This design comes from an exercise in tuning for a short achievable clock period and few clock cycles on the open sky130 flow, not from production work. Where RTL was checked, it was by simulation tests only, not by an equivalence proof against the original. No driver is modelled on the clock port, so clocking that relies on it looks cheaper here than on a real chip.

Setup of before:
==> flow/design.v (excerpt) <==
module RISCV_TOP (
	input wire CLK,
	input wire RSTn,
	output wire I_MEM_CSN,
	input wire [31:0] I_MEM_DI, 
	output reg [11:0] I_MEM_ADDR, 
	output wire D_MEM_CSN,
	input wire [31:0] D_MEM_DI,
	output wire [31:0] D_MEM_DOUT,
	output wire [11:0] D_MEM_ADDR, 
	output wire D_MEM_WEN,
	output wire [3:0] D_MEM_BE,
	output wire RF_WE,
	output wire [4:0] RF_RA1,
	output wire [4:0] RF_RA2,
	output wire [4:0] RF_WA1,
	input wire [31:0] RF_RD1,
	input wire [31:0] RF_RD2,
	output wire [31:0] RF_WD,
	output wire HALT,                    
	output reg [31:0] NUM_INST,          
	output wire [31:0] OUTPUT_PORT       
	);
Size: ~310 I/O pins, ~33000 um2 of cells after synthesis.
Settings: LEC_CHECK=0, CAP_MARGIN=20, CORE_MARGIN=2, CORE_UTILIZATION=55, SLEW_MARGIN=20; clock period 10.0 ns.
standard.sh (not shown) runs the stock make flow with config.mk's settings and CLKGATE_MAP_FILE= SYNTH_SCRIPT=/design/flow/synth_recipe.tcl, a recipe that flattens the netlist after the stock synthesis.
==> flow/flow/run.sh <==
#!/bin/bash
set -o pipefail
export BUFFER_PORTS_ARGS="-buffer_cell sky130_fd_sc_hd__buf_4"
export MATCH_CELL_FOOTPRINT=0
bash standard.sh SETUP_SLACK_MARGIN=7.0 TNS_END_PERCENT=100 MATCH_CELL_FOOTPRINT=0 \
	"BUFFER_PORTS_ARGS=-buffer_cell sky130_fd_sc_hd__buf_4" finish > standard_flow.log 2>&1
before ran to completion and came out clean on the timing, design-rule and antenna checks.
Setup changes, before to after
==> flow/flow/run.sh <==
#!/bin/bash
# The standard layout (the standard.sh: unchanged synthesis, floorplan, power grid,
# placement, CTS and routing) with these changes to how timing is repaired:
# - the port buffers are plain buffers (buf_4) instead of the delay cells buffer_ports
#   otherwise picks;
# - the resizer may swap a cell for one of another footprint, so it can resize them;
# - two more setup repairs: after placement (post_resize.tcl) and after CTS's own
#   repair (post_cts.tcl).
# Every tool's output goes to standard_flow.log in this folder.
set -o pipefail
here=$(pwd)
export BUFFER_PORTS_ARGS="-buffer_cell sky130_fd_sc_hd__buf_4"
export MATCH_CELL_FOOTPRINT=0
export POST_RESIZE_TCL=$here/flow/post_resize.tcl
export POST_CTS_TCL=$here/flow/post_cts.tcl
bash standard.sh SETUP_SLACK_MARGIN=7.0 TNS_END_PERCENT=100 MATCH_CELL_FOOTPRINT=0 \
	"BUFFER_PORTS_ARGS=-buffer_cell sky130_fd_sc_hd__buf_4" \
	POST_RESIZE_TCL=$here/flow/post_resize.tcl POST_CTS_TCL=$here/flow/post_cts.tcl \
	finish > standard_flow.log 2>&1
==> flow/flow/post_cts.tcl (new file) <==
# A second setup repair after CTS's own, then legalize again.
estimate_parasitics -placement
repair_timing -setup -setup_margin $::env(SETUP_SLACK_MARGIN) -repair_tns 100 -verbose
detailed_placement
check_placement -verbose
==> flow/flow/post_resize.tcl (new file) <==
# An extra setup repair once the design is placed, before CTS.
estimate_parasitics -placement
repair_timing -setup -setup_margin $::env(SETUP_SLACK_MARGIN) -repair_tns 100 -verbose
[summary]
- after did not run to completion, as it errored out during 3_4_place_resized.
- Any difference in number of core rows between after and before is small enough to ignore.
- On post-synthesis xor/xnor area fraction, after and before are basically level.
- Placer's final routability congestion estimate came out exactly the same in after and before.
- Share of flip-flops with an asynchronous set or reset after synthesis: after vs before identical
No functional check of the RTL was part of any run of this note.

* * *

RISCV_TOP, a different RTL version from the one above (not shown whole).
Size: ~3900 cells after synthesis, ~640 flip-flops, about 310 I/O pins, roughly 37000 µm² of cells after synthesis.
==> flow/config.mk <==
export PLATFORM = sky130hd
export DESIGN_NAME = RISCV_TOP
export DESIGN_NICKNAME = RISCV_TOP
export VERILOG_FILES = /design/flow/design.v
export SDC_FILE = /design/flow/constraint.sdc
export NUM_CORES = 4
export LEC_CHECK = 0
export CAP_MARGIN = 20
export CORE_MARGIN = 2
export CORE_UTILIZATION = 55
export SLEW_MARGIN = 20
==> flow/constraint.sdc <==
create_clock -name core_clock -period 10.0 [get_ports {CLK}]
set_input_delay 2.0000 -clock core_clock [delete_from_list [all_inputs] [get_ports {CLK}]]
set_output_delay 2.0000 -clock core_clock [all_outputs]
set_load 0.01 [all_outputs]
==> flow/flow/run.sh <==
#!/bin/bash
# The standard layout (the standard.sh: unchanged synthesis, floorplan, power grid,
# placement, CTS and routing) with these changes to how timing is repaired:
# - the port buffers are plain buffers (buf_4) instead of the delay cells buffer_ports
#   otherwise picks;
# - the resizer may swap a cell for one of another footprint, so it can resize them;
# - two more setup repairs: after placement (post_resize.tcl) and after CTS's own
#   repair (post_cts.tcl).
# Every tool's output goes to standard_flow.log in this folder.
set -o pipefail
here=$(pwd)
export BUFFER_PORTS_ARGS="-buffer_cell sky130_fd_sc_hd__buf_4"
export MATCH_CELL_FOOTPRINT=0
export POST_RESIZE_TCL=$here/flow/post_resize.tcl
export POST_CTS_TCL=$here/flow/post_cts.tcl
bash standard.sh SETUP_SLACK_MARGIN=7.0 TNS_END_PERCENT=100 MATCH_CELL_FOOTPRINT=0 \
	"BUFFER_PORTS_ARGS=-buffer_cell sky130_fd_sc_hd__buf_4" \
	POST_RESIZE_TCL=$here/flow/post_resize.tcl POST_CTS_TCL=$here/flow/post_cts.tcl \
	finish > standard_flow.log 2>&1
==> flow/flow/post_cts.tcl <==
# A second setup repair after CTS's own, then legalize again.
estimate_parasitics -placement
repair_timing -setup -setup_margin 7.0 -repair_tns 100 -verbose
detailed_placement
check_placement -verbose
==> flow/flow/post_resize.tcl <==
# An extra setup repair once the design is placed, before CTS.
estimate_parasitics -placement
repair_timing -setup -setup_margin 7.0 -repair_tns 100 -verbose
Testbench counts at the start, summed over its fixed seeds: cycles 46,499.
Edit:
==> flow/flow/run.sh (replaced) <==
#!/bin/bash
set -o pipefail
export BUFFER_PORTS_ARGS="-buffer_cell sky130_fd_sc_hd__buf_4"
export MATCH_CELL_FOOTPRINT=0
bash standard.sh SETUP_SLACK_MARGIN=7.0 TNS_END_PERCENT=100 MATCH_CELL_FOOTPRINT=0 \
	"BUFFER_PORTS_ARGS=-buffer_cell sky130_fd_sc_hd__buf_4" finish > standard_flow.log 2>&1
Settings changed: CORE_UTILIZATION 55 to 65.
removed: flow/flow/post_cts.tcl
removed: flow/flow/post_resize.tcl
Result: The changed run ended with an error in 5_1_grt with GRT-0232; synthesized cell count does not change; area after synthesis stays the same.
Edit:
==> flow/flow/run.sh (replaced) <==
#!/bin/bash
# The standard layout (the standard.sh: unchanged synthesis, floorplan, power grid,
# placement, CTS and routing) with these changes to how timing is repaired:
# - the port buffers are plain buffers (buf_4) instead of the delay cells buffer_ports
#   otherwise picks;
# - the resizer may swap a cell for one of another footprint, so it can resize them;
# - two more setup repairs: after placement (post_resize.tcl) and after CTS's own
#   repair (post_cts.tcl).
# Every tool's output goes to standard_flow.log in this folder.
set -o pipefail
here=$(pwd)
export BUFFER_PORTS_ARGS="-buffer_cell sky130_fd_sc_hd__buf_4"
export MATCH_CELL_FOOTPRINT=0
export POST_RESIZE_TCL=$here/flow/post_resize.tcl
export POST_CTS_TCL=$here/flow/post_cts.tcl
bash standard.sh SETUP_SLACK_MARGIN=7.5 TNS_END_PERCENT=100 MATCH_CELL_FOOTPRINT=0 \
	"BUFFER_PORTS_ARGS=-buffer_cell sky130_fd_sc_hd__buf_4" \
	POST_RESIZE_TCL=$here/flow/post_resize.tcl POST_CTS_TCL=$here/flow/post_cts.tcl \
	finish > standard_flow.log 2>&1
==> flow/flow/post_cts.tcl (new file) <==
# A second setup repair after CTS's own, then legalize again.
estimate_parasitics -placement
repair_timing -setup -setup_margin 7.5 -repair_tns 100 -verbose
detailed_placement
check_placement -verbose
==> flow/flow/post_resize.tcl (new file) <==
# An extra setup repair once the design is placed, before CTS.
estimate_parasitics -placement
repair_timing -setup -setup_margin 7.5 -repair_tns 100 -verbose
Settings changed: CORE_UTILIZATION 65 to 55.
Effect: This time the run finished clean; synthesized area is unchanged; synthesized cell count does not change.

==> static timing again, ports no longer ideal <==
In the flow no input, the clock included, has a driving cell. The finished layouts below were timed again as built, in two steps.
Step 1, drivers: a clkbuf_16 drives CLK and a buf_2 each remaining input, both assumed.
Step 2, shift: input delay + t, output delay - t, t = (earliest + latest rising clock arrival at the registers) / 2. This alone moves slack from input paths to output paths.
a / b / c = ideal ports / drivers / drivers and shift; a / b = the first two.
run	t (ns)	setup WS [ns]	worst hold slack (ns)	worst setup path after step 2	clock arrival spread, ns
before	0.661	6.339 / 6.339 / 5.808	0.395 / 0.395 / 0.395	input to register	0.054 / 0.055
the first run of note 2	0.681	6.489 / 6.505 / 5.824	0.350 / 0.350 / 0.350	input to register	0.048 / 0.048
the third run of note 2	0.719	6.248 / 6.285 / 5.566	0.392 / 0.392 / 0.392	input to register	0.064 / 0.064
After both steps every run listed still meets setup and hold. For the third run of note 2, which loses most, drivers alone change the setup slack by +0.037 ns; drivers and shift together by -0.682 ns.
